This is an optimization exercise on Yosys and OpenROAD, whose aim is a short achievable clock period and few clock cycles, not a production implementation.
The RTL was checked by simulation tests, not by an equivalence proof against the original design.
Power and IR drop assume default switching activity.

==> module mips_pipeline, before the edit <==
module mips_pipeline (
  input         clk,
  input         reset,
  output [31:0] imem_addr,
  input  [31:0] imem_data,
  output [31:0] dmem_addr,
  output [31:0] dmem_wdata,
  output        dmem_we,
  input  [31:0] dmem_rdata
);
reg  [29:0] pc;                        
reg         v_d;
reg  [31:0] ins_d;
reg         pred_d;
reg  [29:0] pc4_d, brt_d;
reg         beq_e, pred_e;
reg         rw_e, ld_e, sw_e, mem_e;
reg  [4:0]  dst_e;
reg  [29:0] alt_e;
reg  [31:0] ap_e;                      
reg  [31:0] bp_e;                      
reg  [31:0] rp_e;                      
reg         fam_e, bam_e, fbm_e;       
reg         sub_e, and_e, or_e, ar_e, slt_e;
reg         rw_m, ld_m, sw_m;
reg         mis_m;                     
reg  [29:0] alt_m;                     
reg  [4:0]  dst_m;
reg  [31:0] alu_m, sd_m;
reg  [31:0] da_m;                      
reg         rw_w;
reg  [4:0]  dst_w;
reg  [31:0] wbd;
reg  [31:0] rf [1:31];
assign imem_addr = {pc, 2'b00};
wire [29:0] pc_inc = pc + 30'd1;
wire [5:0]  f_op   = imem_data[31:26];
wire        f_j    = (f_op == 6'h02);
wire        f_beq  = (f_op == 6'h04);
wire        f_pred = f_j | (f_beq & (imem_data[15] | (imem_data[25:21] == imem_data[20:16])));
wire [16:0] f_lo   = {1'b0, pc[15:0]} + {1'b0, imem_data[15:0]} + 17'd1;
wire [13:0] pc_hi  = pc[29:16];
wire [13:0] pc_hip = pc_hi + 14'd1;
wire [13:0] pc_him = pc_hi - 14'd1;
wire [13:0] f_hi   = imem_data[15] ? (f_lo[16] ? pc_hi : pc_him)
                                   : (f_lo[16] ? pc_hip : pc_hi);
wire [29:0] f_brt  = {f_hi, f_lo[15:0]};
wire [29:0] f_tgt  = f_j ? {pc_inc[29:26], imem_data[25:0]} : f_brt;
wire [29:0] f_npc  = f_pred ? f_tgt : pc_inc;
wire [5:0] op    = ins_d[31:26];
wire [4:0] rs    = ins_d[25:21];
wire [4:0] rt    = ins_d[20:16];
wire [4:0] rd    = ins_d[15:11];
wire [5:0] funct = ins_d[5:0];
wire [31:0] simm = {{16{ins_d[15]}}, ins_d[15:0]};
wire is_r    = (op == 6'h00);
wire is_addi = (op == 6'h08);
wire is_lw   = (op == 6'h23);
wire is_sw   = (op == 6'h2b);
wire is_beq  = (op == 6'h04);
wire use_rs = is_r | is_addi | is_lw | is_sw | is_beq;
wire use_rt = is_r | is_sw | is_beq;
wire [4:0] dst_d = is_r ? rd : rt;
wire rw_d = (is_r | is_addi | is_lw) && (dst_d != 5'd0);
wire sub_d = is_r & (funct == 6'h22 || funct == 6'h2a);
wire stall = v_d && ld_e &&
             ((use_rs && rs == dst_e) || (use_rt && rt == dst_e));
wire [31:0] wb_rs = (rw_w && dst_w == rs) ? wbd : rf[rs];
wire [31:0] wb_rt = (rw_w && dst_w == rt) ? wbd : rf[rt];
wire [31:0] rsv_d = (rs == 5'd0) ? 32'd0 : wb_rs;
wire [31:0] rtv_d = (rt == 5'd0) ? 32'd0 : wb_rt;
wire [31:0] mem_val = ld_m ? dmem_rdata : alu_m;
wire fa_m = rw_e && dst_e == rs;
wire fb_m = rw_e && dst_e == rt;
wire fa_k = rw_m && dst_m == rs;
wire fb_k = rw_m && dst_m == rt;
wire [31:0] ap_d = fa_k ? mem_val : rsv_d;
wire [31:0] rp_d = fb_k ? mem_val : rtv_d;
wire [31:0] bp_d = is_r ? (rp_d ^ {32{sub_d}}) : simm;
wire [31:0] a  = fam_e ? alu_m : ap_e;
wire [31:0] bf = fbm_e ? alu_m : rp_e;
wire [31:0] bx = bam_e ? (alu_m ^ {32{sub_e}}) : bp_e;
wire [31:0] sum;
wire        cout;
ks_add32 u_add (.a(a), .b(bx), .ci(sub_e), .s(sum), .co(cout));
wire [31:0] res = ({32{and_e}} & (a & bx)) |
                  ({32{or_e}}  & (a | bx)) |
                  ({32{ar_e}}  & sum) |
                  {31'd0, slt_e & ~cout};
wire eq_rr = (ap_e == rp_e);
wire eq_mr = (alu_m == rp_e);
wire eq_rm = (ap_e == alu_m);
wire eq = fam_e ? (fbm_e | eq_mr) : (fbm_e ? eq_rm : eq_rr);
wire ex_mis      = beq_e & (eq != pred_e);
wire redirect    = mis_m;
wire id_go       = v_d & ~stall & ~redirect;
always @(posedge clk) begin
  if (reset)            pc <= 30'd0;
  else if (redirect)    pc <= alt_m;
  else if (!stall)      pc <= f_npc;
  if (reset || redirect)    v_d <= 1'b0;
  else if (!stall)          v_d <= 1'b1;
  if (!stall) begin
    ins_d  <= imem_data;
    pred_d <= f_pred;
    pc4_d  <= pc_inc;
    brt_d  <= f_brt;
  end
  if (reset || !id_go) begin
    beq_e <= 1'b0; rw_e <= 1'b0; ld_e <= 1'b0; sw_e <= 1'b0; mem_e <= 1'b0;
  end else begin
    beq_e <= is_beq;
    rw_e  <= rw_d;
    ld_e  <= is_lw & rw_d;
    sw_e  <= is_sw;
    mem_e <= is_sw | is_lw;
  end
  pred_e <= pred_d;
  dst_e  <= dst_d;
  alt_e  <= pred_d ? pc4_d : brt_d;
  ap_e   <= ap_d;
  bp_e   <= bp_d;
  rp_e   <= rp_d;
  fam_e  <= fa_m;
  fbm_e  <= fb_m;
  bam_e  <= is_r & fb_m;
  sub_e  <= sub_d;
  and_e  <= is_r & (funct == 6'h24);
  or_e   <= is_r & (funct == 6'h25);
  ar_e   <= ~is_r | (funct == 6'h20) | (funct == 6'h22);
  slt_e  <= is_r & (funct == 6'h2a);
  if (reset || redirect) begin
    rw_m <= 1'b0; ld_m <= 1'b0; sw_m <= 1'b0; mis_m <= 1'b0;
  end else begin
    rw_m <= rw_e; ld_m <= ld_e; sw_m <= sw_e; mis_m <= ex_mis;
  end
  alt_m <= alt_e;
  dst_m <= dst_e;
  alu_m <= res;
  da_m  <= sum & {32{mem_e}};
  sd_m  <= bf;
  if (reset) rw_w <= 1'b0;
  else       rw_w <= rw_m;
  dst_w <= dst_m;
  wbd   <= mem_val;
  if (rw_w) rf[dst_w] <= wbd;
end
assign dmem_addr  = da_m;
assign dmem_wdata = sd_m;
assign dmem_we    = sw_m;
endmodule
clock: 8.0 ns
lec_check: 0
abc_clock_period_in_ps: 2500
cap_margin: 20
core_margin: 2
core_utilization: 55
setup_slack_margin: 5
slew_margin: 20
standard.sh (not shown) runs the stock make flow with config.mk's settings and CLKGATE_MAP_FILE= SYNTH_SCRIPT=/design/flow/synth_recipe.tcl, a recipe that flattens the netlist after the stock synthesis.
==> flow/flow/run.sh <==
#!/bin/bash
# Standard synthesis, then the combinational cells of its netlist are turned
# back into plain logic and mapped again by ABC (same script and options as
# the standard synthesis), without the full/half adder cells that the
# standard adder step places; registers keep their cells and names. Then the
# standard layout from floorplan on.
set -euo pipefail
R=orfs/results/sky130hd/mips_pipeline/base
L=orfs/logs/sky130hd/mips_pipeline/base
LIB=$FLOW_HOME/platforms/sky130hd/lib/sky130_fd_sc_hd__tt_025C_1v80.lib

bash standard.sh synth > synth_std.log 2>&1
cp $R/1_2_yosys.v std_1_2_yosys.v

# logic functions of the combinational cells, from the liberty file
python3 flow/unmap.py $LIB std_1_2_yosys.v unmap.v > unmap.log 2>&1
ABC=$(grep -m1 "^abc -script" $L/1_2_yosys.log)
FF=$(grep -oE "sky130_fd_sc_hd__\w*df\w*" std_1_2_yosys.v | sort -u | paste -sd, -)
cat > reabc.ys <<EOS
read_liberty -lib $LIB
read_verilog std_1_2_yosys.v
hierarchy -top $FLOW_TOP
techmap -map unmap.v
techmap
opt -fast
check -assert
# the logic fed by the late instruction word first, on its own, so that ABC
# maps it for its own depth; then the rest
select -set ifc w:imem_data %co*:-$FF
$ABC @ifc
$ABC
setundef -zero
splitnets
opt_clean -purge
hilomap -singleton -hicell sky130_fd_sc_hd__conb_1 HI -locell sky130_fd_sc_hd__conb_1 LO
opt_clean -purge
check -assert -mapped
tee -o reabc_stat.txt stat -liberty $LIB
write_verilog -noattr -nohex -nodec reabc_out.v
EOS
yosys -l reabc.log reabc.ys > /dev/null 2>&1

# same registers (instance name and cell) as the standard synthesis
grep -oE "sky130_fd_sc_hd__\w*df\w* \S+" std_1_2_yosys.v | sort > regs_std.txt
grep -oE "sky130_fd_sc_hd__\w*df\w* \S+" reabc_out.v | sort > regs_new.txt
cmp regs_std.txt regs_new.txt

cp reabc_out.v $R/1_2_yosys.v
rm -f $R/1_synth.odb $R/1_synth.sdc
bash standard.sh > standard.log 2>&1
Other scripts of this flow, unchanged in this note and not shown: flow/flow/unmap.py
Testbench counts at the start, summed over its fixed seeds: cycles 19,971.
Rerun with:
--- a/flow/design.v
+++ b/flow/design.v
@@ -21,12 +21,10 @@
 reg  [31:0] bp_e;                      
 reg  [31:0] rp_e;                      
 reg         fam_e, bam_e, fbm_e;       
 reg         sub_e, and_e, or_e, ar_e, slt_e;
 reg         rw_m, ld_m, sw_m;
-reg         mis_m;                     
-reg  [29:0] alt_m;                     
 reg  [4:0]  dst_m;
 reg  [31:0] alu_m, sd_m;
 reg  [31:0] da_m;                      
 reg         rw_w;
 reg  [4:0]  dst_w;
@@ -85,22 +83,18 @@
 ks_add32 u_add (.a(a), .b(bx), .ci(sub_e), .s(sum), .co(cout));
 wire [31:0] res = ({32{and_e}} & (a & bx)) |
                   ({32{or_e}}  & (a | bx)) |
                   ({32{ar_e}}  & sum) |
                   {31'd0, slt_e & ~cout};
-wire eq_rr = (ap_e == rp_e);
-wire eq_mr = (alu_m == rp_e);
-wire eq_rm = (ap_e == alu_m);
-wire eq = fam_e ? (fbm_e | eq_mr) : (fbm_e ? eq_rm : eq_rr);
-wire ex_mis      = beq_e & (eq != pred_e);
-wire redirect    = mis_m;
-wire id_go       = v_d & ~stall & ~redirect;
+wire eq = (a == bf);
+wire ex_redirect = beq_e & (eq != pred_e);
+wire id_go       = v_d & ~stall & ~ex_redirect;
 always @(posedge clk) begin
   if (reset)            pc <= 30'd0;
-  else if (redirect)    pc <= alt_m;
+  else if (ex_redirect) pc <= alt_e;
   else if (!stall)      pc <= f_npc;
-  if (reset || redirect)    v_d <= 1'b0;
+  if (reset || ex_redirect) v_d <= 1'b0;
   else if (!stall)          v_d <= 1'b1;
   if (!stall) begin
     ins_d  <= imem_data;
     pred_d <= f_pred;
     pc4_d  <= pc_inc;
@@ -127,16 +121,15 @@
   sub_e  <= sub_d;
   and_e  <= is_r & (funct == 6'h24);
   or_e   <= is_r & (funct == 6'h25);
   ar_e   <= ~is_r | (funct == 6'h20) | (funct == 6'h22);
   slt_e  <= is_r & (funct == 6'h2a);
-  if (reset || redirect) begin
-    rw_m <= 1'b0; ld_m <= 1'b0; sw_m <= 1'b0; mis_m <= 1'b0;
+  if (reset) begin
+    rw_m <= 1'b0; ld_m <= 1'b0; sw_m <= 1'b0;
   end else begin
-    rw_m <= rw_e; ld_m <= ld_e; sw_m <= sw_e; mis_m <= ex_mis;
+    rw_m <= rw_e; ld_m <= ld_e; sw_m <= sw_e;
   end
-  alt_m <= alt_e;
   dst_m <= dst_e;
   alu_m <= res;
   da_m  <= sum & {32{mem_e}};
   sd_m  <= bf;
   if (reset) rw_w <= 1'b0;
=>
- count of clock-buffer cells in the layout shrinks by 5
- power shrinks by 3.5%
- utilization shrinks by 0.69 points
- wire length shrinks by 2.6%
- final cell count shrinks by 3.0%
- final area shrinks by 2.5%
Testbench counts after the change, summed over its fixed seeds: cycles 19,751.

port drivers added, routing unchanged:
The flow's constraints put no driver on any port. The routed layouts listed below were extracted and timed again, unchanged, in two steps.
Step 1, drivers: a clkbuf_16 drives clk and a buf_2 each remaining input, both assumed.
Step 2 adds t to the input delays and takes it off the output delays; t is the mean of the earliest and latest rising clock arrival at the registers after step 1. Input paths then give back, and output paths get back, about the clock's delay inside the block.
Slacks: ideal ports / drivers / drivers and shift; pairs: ideal ports / drivers.
| run | shift t [ns] | setup slack, ns | latest minus earliest clock arrival (ns) | worst data-port slew with drivers (ns) |
|---|---|---|---|---|
| the first run | 0.863 | 4.454 / 4.454 / 4.073 | 0.026 / 0.026 | 0.09 |
| the second run | 0.857 | 4.347 / 4.347 / 3.687 | 0.028 / 0.028 | 0.08 |
After both steps setup and hold are still met in every run listed. The setup slack of the second run, which loses most, moves by 0.000 ns with the drivers and by -0.660 ns with both steps.
